Background: an optimization exercise with open tools, aiming at small area. Do not read the settings as production practice.
Function was checked by simulation only, so behaviour that the tests miss may differ from the original.
Power is estimated from default activity; no workload was simulated.

// menu_frames
module menu_frames
    (
        input clk,
        input rst,
        input [1:0] frame_sel,
        output [18:0] address_write,
        output [11:0] data_write
    );
Settings: LEC_CHECK=0, CAP_MARGIN=20, CORE_MARGIN=2, CORE_UTILIZATION=40, PLACE_DENSITY=0.6, SLEW_MARGIN=20; clock period 10.0 ns.
run.sh (not shown) runs the stock make flow with config.mk's settings and CLKGATE_MAP_FILE= SYNTH_SCRIPT=/design/flow/synth_recipe.tcl, a recipe that flattens the netlist after the stock synthesis.
Then changed:
==> flow/flow/run.sh (new file) <==
#!/bin/bash
# Layout flow: the standard synthesis, then the combinational logic between
# the registers is re-mapped for area with ABC's deepsyn (registers, their names
# and cell types untouched), then the standard flow from floorplan to finish.
set -euo pipefail
HERE=$PWD
R=$HERE/orfs/results/$FLOW_PLATFORM/menu_frames/base
LIB=$FLOW_HOME/platforms/sky130hd/lib/sky130_fd_sc_hd__tt_025C_1v80.lib
T=${REOPT_SECONDS:-90}

bash standard.sh synth > log_standard_synth.txt 2>&1
cp $R/1_2_yosys.v $HERE/standard_1_2_yosys.v

# cells marked don't-use on the platform
DU=$(grep -o 'cell *( *"\?sky130_fd_sc_hd__\(probe\|lpflow\)[a-z0-9_]*' $LIB | sed 's/.*(\s*"\?//' | sort -u | sed 's/^/-dont_use /' | tr '\n' ' ')

pids=()
for s in 1 2 3 4; do
  sed -e "s/@T@/$T/" -e "s/@S@/$s/" flow/deep.abc.in > deep_$s.abc
  cat > reopt_$s.ys <<EOY
read_liberty -ignore_miss_func $LIB
read_verilog $HERE/standard_1_2_yosys.v
hierarchy -top $FLOW_TOP
setattr -mod -set keep_hierarchy 1 sky130_fd_sc_hd__dfxtp_1
flatten
abc -liberty $LIB $DU -script $HERE/deep_$s.abc
opt_clean -purge
hilomap -singleton -hicell sky130_fd_sc_hd__conb_1 HI -locell sky130_fd_sc_hd__conb_1 LO
insbuf -buf sky130_fd_sc_hd__buf_4 A X
opt_clean -purge
blackbox sky130_fd_sc_hd__dfxtp_1
tee -o $HERE/reopt_$s.stat stat -liberty $LIB
check -assert
write_verilog -noattr -nohex -nodec $HERE/reopt_$s.v
EOY
  yosys -s reopt_$s.ys > log_reopt_$s.txt 2>&1 &
  pids+=($!)
done
for p in "${pids[@]}"; do wait $p || true; done

best=""; besta=""
for s in 1 2 3 4; do
  [[ -s reopt_$s.v && -s reopt_$s.stat ]] || continue
  a=$(grep -i "chip area for module" reopt_$s.stat | awk '{print $NF}')
  echo "seed $s area $a" >> log_reopt_choice.txt
  if [[ -z "$besta" ]] || awk "BEGIN{exit !($a < $besta)}"; then best=$s; besta=$a; fi
done
if [[ -n "$best" ]]; then
  echo "using seed $best" >> log_reopt_choice.txt
  cp reopt_$best.v $R/1_2_yosys.v
  rm -f $R/1_synth.odb $R/1_synth.sdc
else
  echo "no re-mapped netlist, keeping the standard one" >> log_reopt_choice.txt
fi

bash standard.sh finish > log_standard_finish.txt 2>&1
==> flow/flow/deep.abc.in (new file) <==
strash
&get -n
&deepsyn -T @T@ -S @S@
&put
dch -f
map -a
topo
==> flow/standard.sh (new file) <==
#!/bin/bash
# synth_recipe.tcl (not shown) runs the flow's synth.tcl, then flattens the netlist and writes it again
# the make line also repeats each setting of config.mk as NAME=value (left out here)
make -C /OpenROAD-flow-scripts/flow DESIGN_CONFIG=/design/flow/config.mk WORK_HOME=/design/flow/orfs CLKGATE_MAP_FILE= SYNTH_SCRIPT=/design/flow/synth_recipe.tcl "${@:-finish}"
removed: flow/run.sh
Effect: Worst setup slack is unchanged. Routed wire length stays the same. Non-clock buffer count stays the same. Synthesized cell count is unchanged. Global-route usage is unchanged. Power does not change. Clock power is about the same. Final area stays the same. First-iteration DRC count is unchanged. Via count is unchanged. Die area stays the same.

* * *

Another version of the RTL of menu_frames (not shown whole).
Size in the first run: about 600 cells after synthesis, about 35 I/O pins, roughly 0.0033 mm2 of cells after synthesis.
==> flow/config.mk <==
export PLATFORM = sky130hd
export DESIGN_NAME = menu_frames
export DESIGN_NICKNAME = menu_frames
export VERILOG_FILES = /design/flow/design.v
export SDC_FILE = /design/flow/constraint.sdc
export NUM_CORES = 4
export LEC_CHECK = 0
export CAP_MARGIN = 20
export CORE_MARGIN = 2
export CORE_UTILIZATION = 40
export PLACE_DENSITY = 0.6
export SLEW_MARGIN = 20
==> flow/constraint.sdc <==
create_clock -name core_clock -period 10.0 [get_ports {clk}]
set_input_delay 2.0000 -clock core_clock [delete_from_list [all_inputs] [get_ports {clk}]]
set_output_delay 2.0000 -clock core_clock [all_outputs]
set_load 0.01 [all_outputs]
standard.sh (not shown) runs the stock make flow with config.mk's settings and CLKGATE_MAP_FILE= SYNTH_SCRIPT=/design/flow/synth_recipe.tcl, a recipe that flattens the netlist after the stock synthesis.
==> flow/flow/run.sh <==
#!/bin/bash
# Layout flow: the standard synthesis, then the combinational logic between
# the registers is re-mapped for area with ABC's deepsyn (registers, their names
# and cell types untouched), then the standard flow from floorplan to finish.
set -euo pipefail
HERE=$PWD
R=$HERE/orfs/results/$FLOW_PLATFORM/menu_frames/base
LIB=$FLOW_HOME/platforms/sky130hd/lib/sky130_fd_sc_hd__tt_025C_1v80.lib
T=${REOPT_SECONDS:-150}

bash standard.sh synth > log_standard_synth.txt 2>&1
cp $R/1_2_yosys.v $HERE/standard_1_2_yosys.v

# cells marked don't-use on the platform
DU=$(grep -o 'cell *( *"\?sky130_fd_sc_hd__\(probe\|lpflow\)[a-z0-9_]*' $LIB | sed 's/.*(\s*"\?//' | sort -u | sed 's/^/-dont_use /' | tr '\n' ' ')

for wave in "1 2 3 4" "5 6 7 8"; do
pids=()
for s in $wave; do
  tail=flow/map_amap.abc.in
  sed -e "s/@T@/$T/" -e "s/@S@/$s/" flow/deep.abc.in $tail > deep_$s.abc
  cat > reopt_$s.ys <<EOY
read_liberty -ignore_miss_func $LIB
read_verilog $HERE/standard_1_2_yosys.v
hierarchy -top $FLOW_TOP
setattr -mod -set keep_hierarchy 1 sky130_fd_sc_hd__dfxtp_1
flatten -noscopeinfo
opt_clean
abc -liberty $LIB $DU -script $HERE/deep_$s.abc
splitnets
opt_clean -purge
hilomap -hicell sky130_fd_sc_hd__conb_1 HI -locell sky130_fd_sc_hd__conb_1 LO
insbuf -buf sky130_fd_sc_hd__buf_1 A X
opt_clean -purge
blackbox sky130_fd_sc_hd__dfxtp_1
tee -o $HERE/reopt_$s.stat stat -liberty $LIB
check
write_verilog -noattr -nohex -nodec $HERE/reopt_$s.v
EOY
  yosys -s reopt_$s.ys > log_reopt_$s.txt 2>&1 &
  pids+=($!)
done
for p in "${pids[@]}"; do wait $p || true; done
done

# sanity bounds: same register count as the standard netlist, and no implausible shrink
std_ff=$(grep -c "sky130_fd_sc_hd__dfxtp_1 " $HERE/standard_1_2_yosys.v || true)
std_area=$(grep -i "chip area for module" orfs/reports/$FLOW_PLATFORM/menu_frames/base/synth_stat.txt | awk '{print $NF}')
echo "standard: $std_ff registers, area $std_area" >> log_reopt_choice.txt
best=""; besta=""
for s in 1 2 3 4 5 6 7 8; do
  [[ -s reopt_$s.v && -s reopt_$s.stat ]] || continue
  a=$(grep -i "chip area for module" reopt_$s.stat | awk '{print $NF}')
  ff=$(grep -c "sky130_fd_sc_hd__dfxtp_1 " reopt_$s.v || true)
  echo "seed $s area $a registers $ff" >> log_reopt_choice.txt
  [[ "$ff" == "$std_ff" ]] || continue
  awk "BEGIN{exit !($a > 0.4 * $std_area)}" || continue
  if [[ -z "$besta" ]] || awk "BEGIN{exit !($a < $besta)}"; then best=$s; besta=$a; fi
done
if [[ -n "$best" ]]; then
  echo "using seed $best" >> log_reopt_choice.txt
  cp reopt_$best.v $R/1_2_yosys.v
  rm -f $R/1_synth.odb $R/1_synth.sdc
else
  echo "no re-mapped netlist, keeping the standard one" >> log_reopt_choice.txt
fi

# every port still gets its own buffer, of the smallest buffer cell; the clock
# net gets one level of clkbuf_8 (24 registers) and no dummy balancing load
export BUFFER_PORTS_ARGS="-buffer_cell sky130_fd_sc_hd__buf_1"
export CTS_ARGS="-sink_clustering_enable -repair_clock_nets -dont_use_dummy_load -buf_list sky130_fd_sc_hd__clkbuf_8 -sink_clustering_size 30 -sink_clustering_max_diameter 200"
bash standard.sh finish > log_standard_finish.txt 2>&1
==> flow/flow/deep.abc.in <==
strash
&get -n
&deepsyn -T @T@ -S @S@
&put
==> flow/flow/map_amap.abc.in <==
dch -f
amap
topo
Change:
--- a/flow/flow/run.sh
+++ b/flow/flow/run.sh
@@ -8,3 +8,3 @@
 LIB=$FLOW_HOME/platforms/sky130hd/lib/sky130_fd_sc_hd__tt_025C_1v80.lib
-T=${REOPT_SECONDS:-150}
+T=${REOPT_SECONDS:-90}
 
@@ -16,7 +16,5 @@
 
-for wave in "1 2 3 4" "5 6 7 8"; do
 pids=()
-for s in $wave; do
-  tail=flow/map_amap.abc.in
-  sed -e "s/@T@/$T/" -e "s/@S@/$s/" flow/deep.abc.in $tail > deep_$s.abc
+for s in 1 2 3 4; do
+  sed -e "s/@T@/$T/" -e "s/@S@/$s/" flow/deep.abc.in > deep_$s.abc
   cat > reopt_$s.ys <<EOY
@@ -43,16 +41,8 @@
 for p in "${pids[@]}"; do wait $p || true; done
-done
 
-# sanity bounds: same register count as the standard netlist, and no implausible shrink
-std_ff=$(grep -c "sky130_fd_sc_hd__dfxtp_1 " $HERE/standard_1_2_yosys.v || true)
-std_area=$(grep -i "chip area for module" orfs/reports/$FLOW_PLATFORM/menu_frames/base/synth_stat.txt | awk '{print $NF}')
-echo "standard: $std_ff registers, area $std_area" >> log_reopt_choice.txt
 best=""; besta=""
-for s in 1 2 3 4 5 6 7 8; do
+for s in 1 2 3 4; do
   [[ -s reopt_$s.v && -s reopt_$s.stat ]] || continue
   a=$(grep -i "chip area for module" reopt_$s.stat | awk '{print $NF}')
-  ff=$(grep -c "sky130_fd_sc_hd__dfxtp_1 " reopt_$s.v || true)
-  echo "seed $s area $a registers $ff" >> log_reopt_choice.txt
-  [[ "$ff" == "$std_ff" ]] || continue
-  awk "BEGIN{exit !($a > 0.4 * $std_area)}" || continue
+  echo "seed $s area $a" >> log_reopt_choice.txt
   if [[ -z "$besta" ]] || awk "BEGIN{exit !($a < $besta)}"; then best=$s; besta=$a; fi
@@ -67,6 +57,2 @@
 
-# every port still gets its own buffer, of the smallest buffer cell; the clock
-# net gets one level of clkbuf_8 (24 registers) and no dummy balancing load
-export BUFFER_PORTS_ARGS="-buffer_cell sky130_fd_sc_hd__buf_1"
-export CTS_ARGS="-sink_clustering_enable -repair_clock_nets -dont_use_dummy_load -buf_list sky130_fd_sc_hd__clkbuf_8 -sink_clustering_size 30 -sink_clustering_max_diameter 200"
 bash standard.sh finish > log_standard_finish.txt 2>&1
==> flow/flow/deep.abc.in (replaced) <==
strash
&get -n
&deepsyn -T @T@ -S @S@
&put
dch -f
map -a
topo
removed: flow/flow/map_amap.abc.in
What happened: The new run went through all stages and came out clean; non-clock buffer count is higher by 3; worst hold slack hardly moves; design area is higher by 13%; routed wire length is higher by 19%; sequential share of layout area is lower by 1.6 points; core utilization is higher by 1.1 points; global-route usage is higher by 2.9 points; setup slack degrades by 0.055 ns; power is higher by 21%.

-- re-timing with driven ports --
The results above use ideal ports. As a check the final layouts listed here were re-extracted and re-timed, cells and wires unchanged. Step 1, drivers: a clkbuf_16 drives clk and a buf_2 each remaining input, both assumed. Step 2, shift: input delay + t, output delay - t, t = (earliest + latest rising clock arrival at the registers) / 2. This alone moves slack from input paths to output paths. Slacks: ideal / step 1 / step 2; pairs: ideal / step 1.
run | t, ns | setup WS [ns] | worst setup path after step 2
the first run of note 1 | 0.299 | 2.803 / 2.770 / 3.070 | register to output
the second run of note 1 | 0.299 | 2.803 / 2.770 / 3.070 | register to output
the first run of note 2 | 0.288 | 2.596 / 2.571 / 2.859 | register to output
the second run of note 2 | 0.303 | 2.541 / 2.512 / 2.815 | register to output
After both steps setup and hold are still met in every run listed.
